Source: an optimization exercise on an open RTL-to-GDS flow (aim: small area). Production flows keep margins and buffers that such runs may drop.
Where RTL was checked, it was by simulation tests only, not by an equivalence proof against the original.
Function not checked in run 2: the RTL went through the layout flow alone.
No activity file was given, so power comes from the tool's default toggle rates.

==> flow/design.v, too long to show whole: its modules and the start of the top module <==
// module cpu65xx: 1206 lines
module cpu65xx
(
  clk,
  enable,
  reset,
  nmi_n,
  irq_n,
  so_n,
  din,
  dout,
  addr,
  we,
  debugOpcode,
  debugPc,
  debugA,
  debugX,
  debugY,
  debugS
);
  // ...
==> flow/run.sh <==
#!/bin/bash
# synth_recipe.tcl (not shown) runs the flow's synth.tcl, then flattens the netlist and writes it again
# the make line also repeats each setting of config.mk as NAME=value (left out here)
make -C /OpenROAD-flow-scripts/flow DESIGN_CONFIG=/design/flow/config.mk WORK_HOME=/design/flow/orfs CLKGATE_MAP_FILE= SYNTH_SCRIPT=/design/flow/synth_recipe.tcl finish
==> flow/config.mk <==
export PLATFORM = sky130hd
export DESIGN_NAME = cpu65xx
export DESIGN_NICKNAME = cpu65xx
export VERILOG_FILES = /design/flow/design.v
export SDC_FILE = /design/flow/constraint.sdc
export NUM_CORES = 4
export LEC_CHECK = 0
export CAP_MARGIN = 20
export CORE_MARGIN = 2
export CORE_UTILIZATION = 40
export SLEW_MARGIN = 20
==> flow/constraint.sdc <==
create_clock -name core_clock -period 10.0 [get_ports {clk}]
set_input_delay 2.0000 -clock core_clock [delete_from_list [all_inputs] [get_ports {clk}]]
set_output_delay 2.0000 -clock core_clock [all_outputs]
set_load 0.01 [all_outputs]
==> results by group, run 1 <==
Finish
  – Non-Clock Buffer Count: 121
  – Non-clock inverter count: 105
  – Multi-In Gates: 1617
  – # fillers: 3920
  – # clk buffers: 19
  – Multi-input gate area: 10500 um2
  – Net count reported at finish: 2116
  – Multi-input gate share of total cell area: 59.5%

Route
  – DRC viols: 0
  – Met3 WL post-DR: roughly 7 mm
  – Total wire length: 68.0 mm
  – Top Metal Used: met4

STA
  – # setup viols final: 0
  – Hold Fails Final Rpt: 0
  – Final worst slack: 3.09 ns

Die
  – Ports: 95
  – Die Y: 202 um
  – FP Rows: 72

Yosys
  – EDFF count, synth: 135
  – Synth cell count leaders: nor2_1, nand2_1, a21oi_1
  – Synth Register Bits: roughly 150
  – Synth top area cells: edfxtp_1, ha_1, a21oi_1

Pwr
  – Psw: 1.25 mW
  – Internal: 1.70 mW
  – Pleak: 6.56 nW
  – Comb power frac: between 40% and 50%

Setup path
  – CP required: 10.32 ns
  – CP Class: reg -> reg
  – Number of stages on the worst setup path: 21
  – Crit-path slowest cell: a21oi_1

Global route
  – Met3 Resource Use GR: about 8.5%
  – Largest net degree at the start of global routing: just under 50
  – GR peak layer: met2

Clock network
  – Clk Latency, worst-skew pair: ~0.44 ns
  – Clock sinks: between 100 and 150

Run status
  – Status: finished clean

Placement
  – Pre-CTS setup slack: roughly 3.1 ns
==> inputs of run 2 (changes only) <==
--- a/flow/design.v
+++ b/flow/design.v
@@ -426,17 +426,17 @@
   assign opcodeInfoTable[8'hF8] = { 4'b0000, 6'b001000, implied   , aluInSet , aluXXX };   
   assign opcodeInfoTable[8'hF9] = { 4'b1000, 6'b110011, readAbsY  , aluInT   , aluSbc };   
   assign opcodeInfoTable[8'hFA] = { 4'b0000, 6'b000000, implied   , aluInXXX , aluXXX };   
   assign opcodeInfoTable[8'hFB] = { 4'b1000, 6'b110011, rmwAbsY   , aluInT   , aluIsc };   
   assign opcodeInfoTable[8'hFC] = { 4'b0000, 6'b000000, readAbsX  , aluInXXX , aluXXX };   
   assign opcodeInfoTable[8'hFD] = { 4'b1000, 6'b110011, readAbsX  , aluInT   , aluSbc };   
   assign opcodeInfoTable[8'hFE] = { 4'b0000, 6'b100010, rmwAbsX   , aluInT   , aluInc };   
   assign opcodeInfoTable[8'hFF] = { 4'b1000, 6'b110011, rmwAbsX   , aluInT   , aluIsc };   
-  reg  [43:0] opcInfo;
+  wire [43:0] opcInfo;
   wire [43:0] nextOpcInfo;      
   reg  [43:0] nextOpcInfoReg;   
   reg  [ 7:0] theOpcode;
   wire [ 7:0] nextOpcode;
   reg  [15:0] PC;               
 localparam [3:0]
   nextAddrHold       = 4'b0000,
   nextAddrIncr       = 4'b0001,
@@ -512,102 +512,86 @@
   wire        varV0;
   wire        varV1;
   wire        varN;
   wire  [3:0] aluMode1;
   wire  [2:0] aluMode2;
   wire  [7:0] myNextOpcode;
   reg   [7:0] sIncDec;
   reg         updateFlag;
-  assign aluTemp0 =                        8'hFF;
-  assign aluTemp1 = opcInfo[17]     ? (aluTemp0 & A)           : aluTemp0;
-  assign aluTemp2 = opcInfo[16]     ? (aluTemp1 & (A | 8'hEE)) : aluTemp1;
-  assign aluTemp3 = opcInfo[15]     ? (aluTemp2 & X)           : aluTemp2;
-  assign aluTemp4 = opcInfo[14]     ? (aluTemp3 & Y)           : aluTemp3;
-  assign aluTemp5 = opcInfo[13]     ? (aluTemp4 & S)           : aluTemp4;
-  assign aluTemp6 = opcInfo[12]     ? (aluTemp5 & T)           : aluTemp5;
-  assign aluTemp  = opcInfo[10] ? 8'h00                    : aluTemp6;
-  always @(posedge clk)
-  begin
-    aluInputReg <= aluTemp;
-  end
-  assign aluInput = pipelineAluMux ? aluInputReg : aluTemp;
-  assign cmpTemp0 =                      8'hFF;
-  assign cmpTemp1 = opcInfo[2] ? (cmpTemp0 & A) : cmpTemp0;
-  assign cmpTemp2 = opcInfo[1] ? (cmpTemp1 & X) : cmpTemp1;
-  assign cmpTemp  = opcInfo[0] ? (cmpTemp2 & Y) : cmpTemp2;
-  always @(posedge clk)
-  begin
-    aluCmpInputReg <= cmpTemp;
-  end
-  assign aluCmpInput = pipelineAluMux ? aluCmpInputReg : cmpTemp;
-  assign varV0 = aluInput[6];
+  assign aluInput = opcInfo[10] ? 8'h00 :
+                    ((opcInfo[17] ? A : 8'hFF) &
+                     (opcInfo[16] ? (A | 8'hEE) : 8'hFF) &
+                     (opcInfo[15] ? X : 8'hFF) &
+                     (opcInfo[14] ? Y : 8'hFF) &
+                     (opcInfo[13] ? S : 8'hFF) &
+                     (opcInfo[12] ? T : 8'hFF));
+  assign aluCmpInput = (opcInfo[2] ? A : 8'hFF) &
+                       (opcInfo[1] ? X : 8'hFF) &
+                       (opcInfo[0] ? Y : 8'hFF);
   assign aluMode1 = opcInfo[9:6];
-  assign rmwBits = (aluMode1 == aluModeInp) ? {C, aluInput} :
-                   (aluMode1 == aluModeP  ) ? {C, N, V, 1'b1, ~irqActive, D, I, Z, C} :
-                   (aluMode1 == aluModeInc) ? {C, aluInput + 8'd1} :
-                   (aluMode1 == aluModeDec) ? {C, aluInput - 8'd1} :
+  assign aluMode2 = opcInfo[5:3];
+  wire       modeIncDec = (aluMode1 == aluModeInc) || (aluMode1 == aluModeDec);
+  wire [7:0] incDecOut  = aluInput + {{7{aluMode1[0]}}, 1'b1};
+  assign rmwBits = (aluMode1 == aluModeP  ) ? {C, N, V, 1'b1, ~irqActive, D, I, Z, C} :
+                   modeIncDec               ? {C, incDecOut} :
                    (aluMode1 == aluModeAsl) ? {aluInput, 1'b0} :
                    (aluMode1 == aluModeFlg) ? {aluInput[0], aluInput} :
                    (aluMode1 == aluModeLsr) ? {aluInput[0], 1'b0, aluInput[7:1]} :
                    (aluMode1 == aluModeRol) ? {aluInput, C} :
                    (aluMode1 == aluModeRor) ? {aluInput[0], C, aluInput[7:1]} :
                    (aluMode1 == aluModeAnc) ? {aluInput[7] & A[7], aluInput} :
                    {C, aluInput};
-  assign aluMode2 = opcInfo[5:3];
-  assign lowBits = (aluMode2 == aluModeAdc) ? {1'b0, A[3:0], rmwBits[8]} + {1'b0, rmwBits[3:0], 1'b1} :
-                   (aluMode2 == aluModeSbc) ? {1'b0, A[3:0], rmwBits[8]} + {1'b0, ~rmwBits[3:0], 1'b1} :
-                   {6'b111111};
-  assign nineBits0 = (aluMode2 == aluModeAdc) ? {1'b0, A} + {1'b0, rmwBits[7:0]} + {8'b00000000, rmwBits[8]} :
-                     (aluMode2 == aluModeSbc) ? {1'b0, A} + {1'b0, ~rmwBits[7:0]} + {8'b00000000, rmwBits[8]} :
-                     (aluMode2 == aluModeCmp) ? {1'b0, aluCmpInput} + {1'b0, ~rmwBits[7:0]} + 9'd1 :
-                     (aluMode2 == aluModeAnd) ? {rmwBits[8], A & rmwBits[7:0]} :
-                     (aluMode2 == aluModeEor) ? {rmwBits[8], A ^ rmwBits[7:0]} :
-                     (aluMode2 == aluModeOra) ? {rmwBits[8], A | rmwBits[7:0]} :
+  wire modeAdc = (aluMode2 == aluModeAdc);
+  wire modeSbc = (aluMode2 == aluModeSbc);
+  wire modeCmp = (aluMode2 == aluModeCmp);
+  wire modeArr = (aluMode2 == aluModeArr);
+  wire modeSub = modeSbc || modeCmp;
+  wire [7:0] addA   = modeCmp ? aluCmpInput : A;
+  wire [7:0] addB   = rmwBits[7:0] ^ {8{modeSub}};
+  wire       addCin = modeCmp | rmwBits[8];
+  wire [4:0] sumLo  = {1'b0, addA[3:0]} + {1'b0, addB[3:0]} + {4'd0, addCin};
+  wire       decLo  = modeAdc & D & (sumLo > 5'd9);
+  wire [4:0] sumHi  = {1'b0, addA[7:4]} + {1'b0, addB[7:4]} + {4'd0, sumLo[4] | decLo};
+  wire       decCy  = decLo & ~sumLo[4];
+  wire       zeroHi = (sumHi[3:1] == 3'd0) & (sumHi[0] == decCy);
+  assign nineBits0 = (modeAdc | modeSub)         ? {sumHi, sumLo[3:0]} :
+                     (aluMode2 == aluModeAnd)    ? {rmwBits[8], A & rmwBits[7:0]} :
+                     (aluMode2 == aluModeEor)    ? {rmwBits[8], A ^ rmwBits[7:0]} :
+                     (aluMode2 == aluModeOra)    ? {rmwBits[8], A | rmwBits[7:0]} :
                      rmwBits;
   assign varZ = (aluMode1 == aluModeFlg) ? rmwBits[1] :
-                (nineBits0[7:0] == 8'd0) ? 1'b1 :
-                1'b0;
-  assign nineBits1[3:0] = (aluMode2 == aluModeAdc) & D & (lowBits[5:1] > 5'd9)
-                          ? nineBits0[3:0] + 4'd6 : nineBits0[3:0];
-  assign nineBits1[8:4] = (aluMode2 == aluModeAdc) & D & (lowBits[5:1] > 5'd9)
-                          & ~lowBits[5]
-                          ? nineBits0[8:4] + 5'd1 : nineBits0[8:4];
+                (modeAdc | modeSub) ? (zeroHi & (sumLo[3:0] == 4'd0)) :
+                (nineBits0[7:0] == 8'd0);
+  assign nineBits1[8:4] = modeAdc ? sumHi : nineBits0[8:4];
   assign varN = (aluMode1 == aluModeBit) || (aluMode1 == aluModeFlg) ? rmwBits[7] : nineBits1[7];
-  assign varC0 = (aluMode2 == aluModeArr) ? aluInput[7] : nineBits1[8];
-  assign varV1 = (aluMode2 == aluModeArr) ? aluInput[7] ^ aluInput[6] : varV0;
-  assign varV = (aluMode2 == aluModeAdc) ? (A[7] ^ nineBits1[7]) & (rmwBits[7] ^ nineBits1[7]) :
-                (aluMode2 == aluModeSbc) ? (A[7] ^ nineBits1[7]) & (~rmwBits[7] ^ nineBits1[7]) :
-                varV1;
-  assign nineBits[8:4] = (aluMode2 == aluModeAdc) & D & (nineBits1[8:4] > 5'd9) ? nineBits1[8:4] + 5'd6 :
-                         (aluMode2 == aluModeSbc) & D & ~nineBits1[8] ? nineBits1[8:4] - 5'd6 :
-                         (aluMode2 == aluModeArr) & D & (({1'b0, aluInput[7:4]} + {4'd0, aluInput[4]}) > 5'd5) ? nineBits1[8:4] + 5'd6 :
-                         nineBits1[8:4];
-  assign nineBits[3:0] = (aluMode2 == aluModeSbc) & D & ~lowBits[5] ? nineBits1[3:0] - 4'd6 :
-                         (aluMode2 == aluModeArr) & D & (({1'b0, aluInput[3:0]} + {4'd0, aluInput[0]}) > 5'd5) ? nineBits1[3:0] + 4'd6 :
-                         nineBits1[3:0];
-  assign varC = (aluMode2 == aluModeAdc) & D & (nineBits1[8:4] > 5'd9) ? 1'b1 :
-                (aluMode2 == aluModeArr) & D & (({1'b0, aluInput[7:4]} + {4'd0, aluInput[4]}) > 5'd5) ? 1'b1 :
-                (aluMode2 == aluModeArr) & D ? 1'b0 :
-                varC0;
-  always @(posedge clk)
-  begin
-    aluRmwReg <= rmwBits[7:0];
-    aluNineReg <= nineBits[7:0];
-    aluCReg <= varC;
-    aluZReg <= varZ;
-    aluVReg <= varV;
-    aluNReg <= varN;
-  end
-  assign aluRmwOut = pipelineAluOut ? aluRmwReg : rmwBits[7:0];
-  assign aluRegisterOut = pipelineAluOut ? aluNineReg : nineBits[7:0];
-  assign aluC = pipelineAluOut ? aluCReg : varC;
-  assign aluZ = pipelineAluOut ? aluZReg : varZ;
-  assign aluV = pipelineAluOut ? aluVReg : varV;
-  assign aluN = pipelineAluOut ? aluNReg : varN;
+  assign varV = modeAdc ? (A[7] ^ nineBits1[7]) & (rmwBits[7] ^ nineBits1[7]) :
+                modeSbc ? (A[7] ^ nineBits1[7]) & (~rmwBits[7] ^ nineBits1[7]) :
+                modeArr ? aluInput[7] ^ aluInput[6] :
+                aluInput[6];
+  wire arrHi = modeArr & D & (({1'b0, aluInput[7:4]} + {4'd0, aluInput[4]}) > 5'd5);
+  wire arrLo = modeArr & D & (({1'b0, aluInput[3:0]} + {4'd0, aluInput[0]}) > 5'd5);
+  wire adcHi = modeAdc & D & (nineBits1[8:4] > 5'd9);
+  wire sbcHi = modeSbc & D & ~nineBits1[8];
+  wire sbcLo = modeSbc & D & ~sumLo[4];
+  wire fixHi = adcHi | arrHi;
+  wire fixLo = decLo | arrLo;
+  assign nineBits[7:4] = nineBits1[7:4] + {sbcHi, fixHi, fixHi | sbcHi, 1'b0};
+  assign nineBits[3:0] = nineBits0[3:0] + {sbcLo, fixLo, fixLo | sbcLo, 1'b0};
+  assign nineBits[8]   = 1'b0;
+  assign varC = fixHi ? 1'b1 :
+                (modeArr & D) ? 1'b0 :
+                modeArr ? aluInput[7] :
+                nineBits1[8];
+  assign aluRmwOut = rmwBits[7:0];
+  assign aluRegisterOut = nineBits[7:0];
+  assign aluC = varC;
+  assign aluZ = varZ;
+  assign aluV = varV;
+  assign aluN = varN;
   always @(posedge clk)
   begin
     if (enable) begin
       if ((theCpuCycle == cycleStack4) || reset) begin
         nmiReg <= 1'b1;
       end
       if ((nextCpuCycle != cycleBranchTaken) && (nextCpuCycle != opcodeFetch)) begin
         irqReg <= irq_n;
@@ -623,35 +607,24 @@
                         processIrq ? 8'h00 :
                         din;
   assign nextOpcode = myNextOpcode;
   assign nextOpcInfo = opcodeInfoTable[nextOpcode];
   always @(posedge clk)
   begin
     nextOpcInfoReg <= nextOpcInfo;
   end
-  always @(posedge clk)
-  begin
-    if (enable) begin
-      if (reset || (theCpuCycle == opcodeFetch)) begin
-        opcInfo <= nextOpcInfo;
-        if (pipelineOpcode) begin
-          opcInfo <= nextOpcInfoReg;
-        end
-      end
-    end
-  end
+  assign opcInfo = opcodeInfoTable[theOpcode];
   always @(posedge clk)
   begin
     if (enable) begin
       if (theCpuCycle == opcodeFetch) begin
-        irqActive <= 1'b0;
-        if (processIrq) begin
-          irqActive <= 1'b1;
-        end
+        irqActive <= processIrq;
+      end
+      if (reset || (theCpuCycle == opcodeFetch)) begin
         theOpcode <= nextOpcode;
       end
     end
   end
   always @(*)
   begin
     updateRegisters = 1'b0;
     if (enable) begin
==> run 2 against run 1 <==
Still clean. Synthesized cell count decreased by 10%. Die area fell by 12%. Worst setup slack lost 2.6 ns. Clock skew rose by 0.0066 ns. Critical endpoint is now S[7]$_DFF_P_. Largest power group unchanged.
==> results by group, run 2 <==
Run status
  – Status: finished clean (unchanged)

Route
  – Total number of vias: 16023 (was 16809)
  – Total wire length: 69.6 mm (was 68.0 mm)
  – Detail Route Antenna Nets: 0 (unchanged)
  – Wire per inst: 30.1 um (was 26.8 um)
  – DRC viols: 0 (unchanged)
  – Iter 0 DRT Violations: 2196 (was 2350)
  – Drt via density: 6.92 (was 6.61)
  – Pre-Repair DR Iteration Count: 8 (was 7)

Clock network
  – Postcts setup bufs: 0 (unchanged)
  – Reg clk slew, reported paths: 0.10 ns (was 0.06 ns)
  – CTS tree: done (unchanged)
  – Total CTS buffers: 9 (was 17)
  – # hold bufs at CTS: 0 (unchanged)
  – Root Buffer: clkbuf_16 (unchanged)
  – H-tree levels: 3 (was 4)
  – Clk Latency, worst-skew pair: 0.40 ns (was 0.44 ns)
  – Max Buffers Root-to-Sink: 2 (unchanged)
  – Clock sinks: 106 (was 149)

Setup path
  – CP peak stage delay: 0.68 ns (was 0.78 ns)
  – Crit-path slowest cell: edfxtp_1 (was a21oi_1)
  – Worst-path maximum fanout: 19 (was 23)
  – Buf+Inv Stages, Crit Path: 2 (was 1)
  – Cell mode on critical path: fa_1 (was a21oi_1)
  – Crit-path leading delay family: compound AO/OA/AOI/OAI gates (unchanged)
  – WP data arrival: 9.89 ns (was 7.23 ns)
  – CP required: 10.34 ns (was 10.32 ns)
  – CP Class: reg -> reg (unchanged)
  – Worst Setup Start Kind: flip-flop (unchanged)
  – Worst setup EP type: flip-flop (unchanged)

STA
  – RSZ-0062 raised after global routing: false (unchanged)
  – Rel. slew slack: 22.9% (was 15.6%)
  – Final Max Tran Viols: 0 (unchanged)
  – Max Fclk: 0.105 GHz (was 0.145 GHz)
  – Setup_tns: 0 ns (unchanged)
  – Final worst slack: 0.446 ns (was 3.09 ns)
  – Fin crit share: 95.5% (was 69.1%)
  – # setup viols final: 0 (unchanged)
  – Layout Skew: 0.0213 ns (was 0.0147 ns)
  – Worst slew pin tran: 1.15 ns (was 1.26 ns)
  – Hold Fails Final Rpt: 0 (unchanged)
  – Fin Hold WS: 0.605 ns (was 0.555 ns)
  – Fin crit period: 9.55 ns (was 6.91 ns)

Placement
  – Inst Count DP: 2295 (was 2509)
  – Area after DPL: 15500 um2 (was 17000 um2)
  – IO Port Bufs: 94 (unchanged)
  – GPL Wtd Cong: 1.03 (was 1.06)
  – Pre-CTS setup slack: 0.747 ns (was 3.14 ns)
  – Hpwl dp: 53.9 mm (was 51.3 mm)

Yosys
  – Synthesized net count: 1883 (was 2091)
  – Synthesized area per cell: 7.72 um2 (was 7.87 um2)
  – Synth unique cells: 97 (was 109)
  – Top-area cell type share of the netlist area: 20.0% (was 26.0%)
  – Synth cell count leaders: nor2_1, nand2_1, a21oi_1 (unchanged)
  – EDFF count, synth: 92 (was 135)
  – Synth Register Bits: 106 (was 149)
  – Post-Syn Area: 13800 um2 (was 15600 um2)
  – Ys Warns: 1 (unchanged)
  – Post-synthesis sequential area ratio: 22.1% (was 27.7%)
  – Cell taking the most area after synthesis: edfxtp_1 (unchanged)
  – Most frequent cell after synthesis: nor2_1 (unchanged)
  – Main synth FF type: edfxtp_1 (unchanged)
  – Synth top area cells: edfxtp_1, ha_1, nor2_1 (was edfxtp_1, ha_1, a21oi_1)
  – Cells after Synth: 1787 (was 1986)
  – FFs w/ async S/R, synth: 0% (unchanged)

Die
  – Initial Util: 40.9% (was 40.5%)
  – Ports: 95 (unchanged)
  – Die Y: 190 um (was 202 um)
  – Core Area: 33700 um2 (was 38600 um2)
  – FP Rows: 67 (was 72)
  – Die width: 190 um (was 202 um)
  – DIE AREA: 36000 um2 (was 40600 um2)

Finish
  – # fillers: 3469 (was 3920)
  – Final cell count without fillers: 2315 (was 2542)
  – Sequential Area: 3040 um2 (was 4330 um2)
  – Area grow syn2layout: 14.4% (was 12.5%)
  – Commonest non-fill, non-tap cell in the layout: nor2_1 (unchanged)
  – Final Core Density: 46.8% (was 45.6%)
  – Most frequent cells in the layout: nor2_1, nand2_1, a21oi_1, clkdlybuf4s50_1, edfxtp_1 (was nor2_1, nand2_1, a21oi_1, edfxtp_1, o21ai_0)
  – Share of cells above drive strength 1: 8.37% (was 7.16%)
  – Multi-input gate area: 9900 um2 (was 10500 um2)
  – Net count reported at finish: 1954 (was 2116)
  – Design area: 15800 um2 (was 17600 um2)
  – Largest regs: PC x16, myAddr x16 (was opcInfo x43, PC x16, myAddr x16)

Pwr
  – Psw: 1.31 mW (was 1.25 mW)
  – Sw frac: 48.4% (was 42.3%)
  – Internal: 1.40 mW (was 1.70 mW)
  – Pleak: 5.85 nW (was 6.56 nW)
  – Comb power frac: 59.2% (was 44.9%)
  – Pwr dens: 172 nW/um2 (was 168 nW/um2)
  – VDD IR max: 0.126 mV (was 0.106 mV)
  – Clock power share: 14.6% (was 22.4%)
  – Register share of total power: 26.3% (was 32.7%)
  – Power, Total: 2.72 mW (was 2.95 mW)

Flow run
  – Maxcap violations: 0 (unchanged)

Global route
  – Vias in the first global route: 14897 (was 15874)
  – Grt total ovfl: 0 (unchanged)
  – First-pass GRT wire length: 101 mm (was 102 mm)
  – Initial antenna violation count: 7 (was 0)
  – Total GRT Usage: 38.0% (was 32.8%)
  – Largest net degree at the start of global routing: 70 (was 49)

Min path
  – Hold crit path type: reg -> reg (unchanged)
-- run 2: cell types whose count changed after synthesis, moves of 21 or more --
cell | before | now
o21ai_0 | 115 | 93
edfxtp_1 | 135 | 92
a21oi_1 | 188 | 114
nor3_1 | 39 | 60
nand2_1 | 194 | 140
o22ai_1 | 56 | 27
-- run 2: path summary, 6_finish.rpt --
kind              depth (start not counted)                        from                    to  slack, ns
setup reg to reg                         35  theOpcode[2]$_SDFFCE_PP1P_          S[7]$_DFF_P_       0.45
hold reg to reg                           2            PC[15]$_DFFE_PP_  myAddr[15]$_DFFE_PP_       0.61
setup / recovery                         35  theOpcode[2]$_SDFFCE_PP1P_          S[7]$_DFF_P_       0.45
hold / removal                            2            PC[15]$_DFFE_PP_  myAddr[15]$_DFFE_PP_       0.61
-- run 2: area by class of cell --
cell class                 instances  share of cell area, %
multi-input combinational       1483                   62.8
sequential                       106                   19.3
timing repair buffer             186                   10.7
tap                              448                   3.55
inverter                          72                   1.71
clock buffer                       9                   1.43
clock inverter                     7                  0.508
antenna                            4                 0.0635
-- run 2: kinds of logic after synthesis --
group           share of synthesized area, %
xor+xnor                                5.65
compound gates                          29.8
mux                                     1.91
fa+ha+maj                               8.04
simple gates                            26.3
buf+inv                                 6.23
flops                                   22.1
-- run 2: worst min-delay path: stages (launching register included) --
cell      delay (ns)
edfxtp_1        0.38
nand2_1         0.06
nand3_1         0.07
-- run 2: power groups by stage --
stage	registers, mW	logic, mW	clock network [mW]
3_3_place_gp	0.717	1.55	0
2_1_floorplan	0.675	0.982	0
4_1_cts	0.709	1.56	0.395
5_1_grt	0.722	1.71	0.411
6_report	0.714	1.61	0.395
3_5_place_dp	0.717	1.55	0
-- run 2: routing by layer --
layer | up-vias | part of all wire, % | GRT usage (%)
met5 | - | 0.033 | 0
met2 | 1177 | 43 | 58.0
met3 | 226 | 11 | 8.49
met1 | 7660 | 40 | 51.1
li1 | 6956 | - | -
met4 | 4 | 4.9 | 17.3
-- run 2: timing repair --
| item | in CTS | in global routing |
|---|---|---|
| gates resized for setup | 0 | 1 |
| setup endpoints to repair | 0 | 2 |
| endpoints found under the hold margin | 0 | 0 |

-- what the ideal ports hide --
Ports are ideal in the flow. The routed layouts listed here were re-timed in OpenROAD. Step 1 sets driving cells, clkbuf_16 on the clock port and buf_2 on the other inputs (assumed; they add their load-dependent delay and slew). Step 2 adds t to the input delays and takes it off the output delays; t is the mean of the earliest and latest rising clock arrival at the registers after step 1. Input paths then give back, and output paths get back, about the clock's delay inside the block. Slacks: no drivers / after step 1 / after step 2; pairs: no drivers / after step 1.
run	t (ns)	setup slack, ns	worst setup path after step 2	worst data-port slew with drivers (ns)
run 1	0.485	3.090 / 3.090 / 3.090	register to register	0.03
run 2	0.444	0.446 / 0.446 / 0.446	register to register	0.09
After both steps every run listed still meets setup and hold.
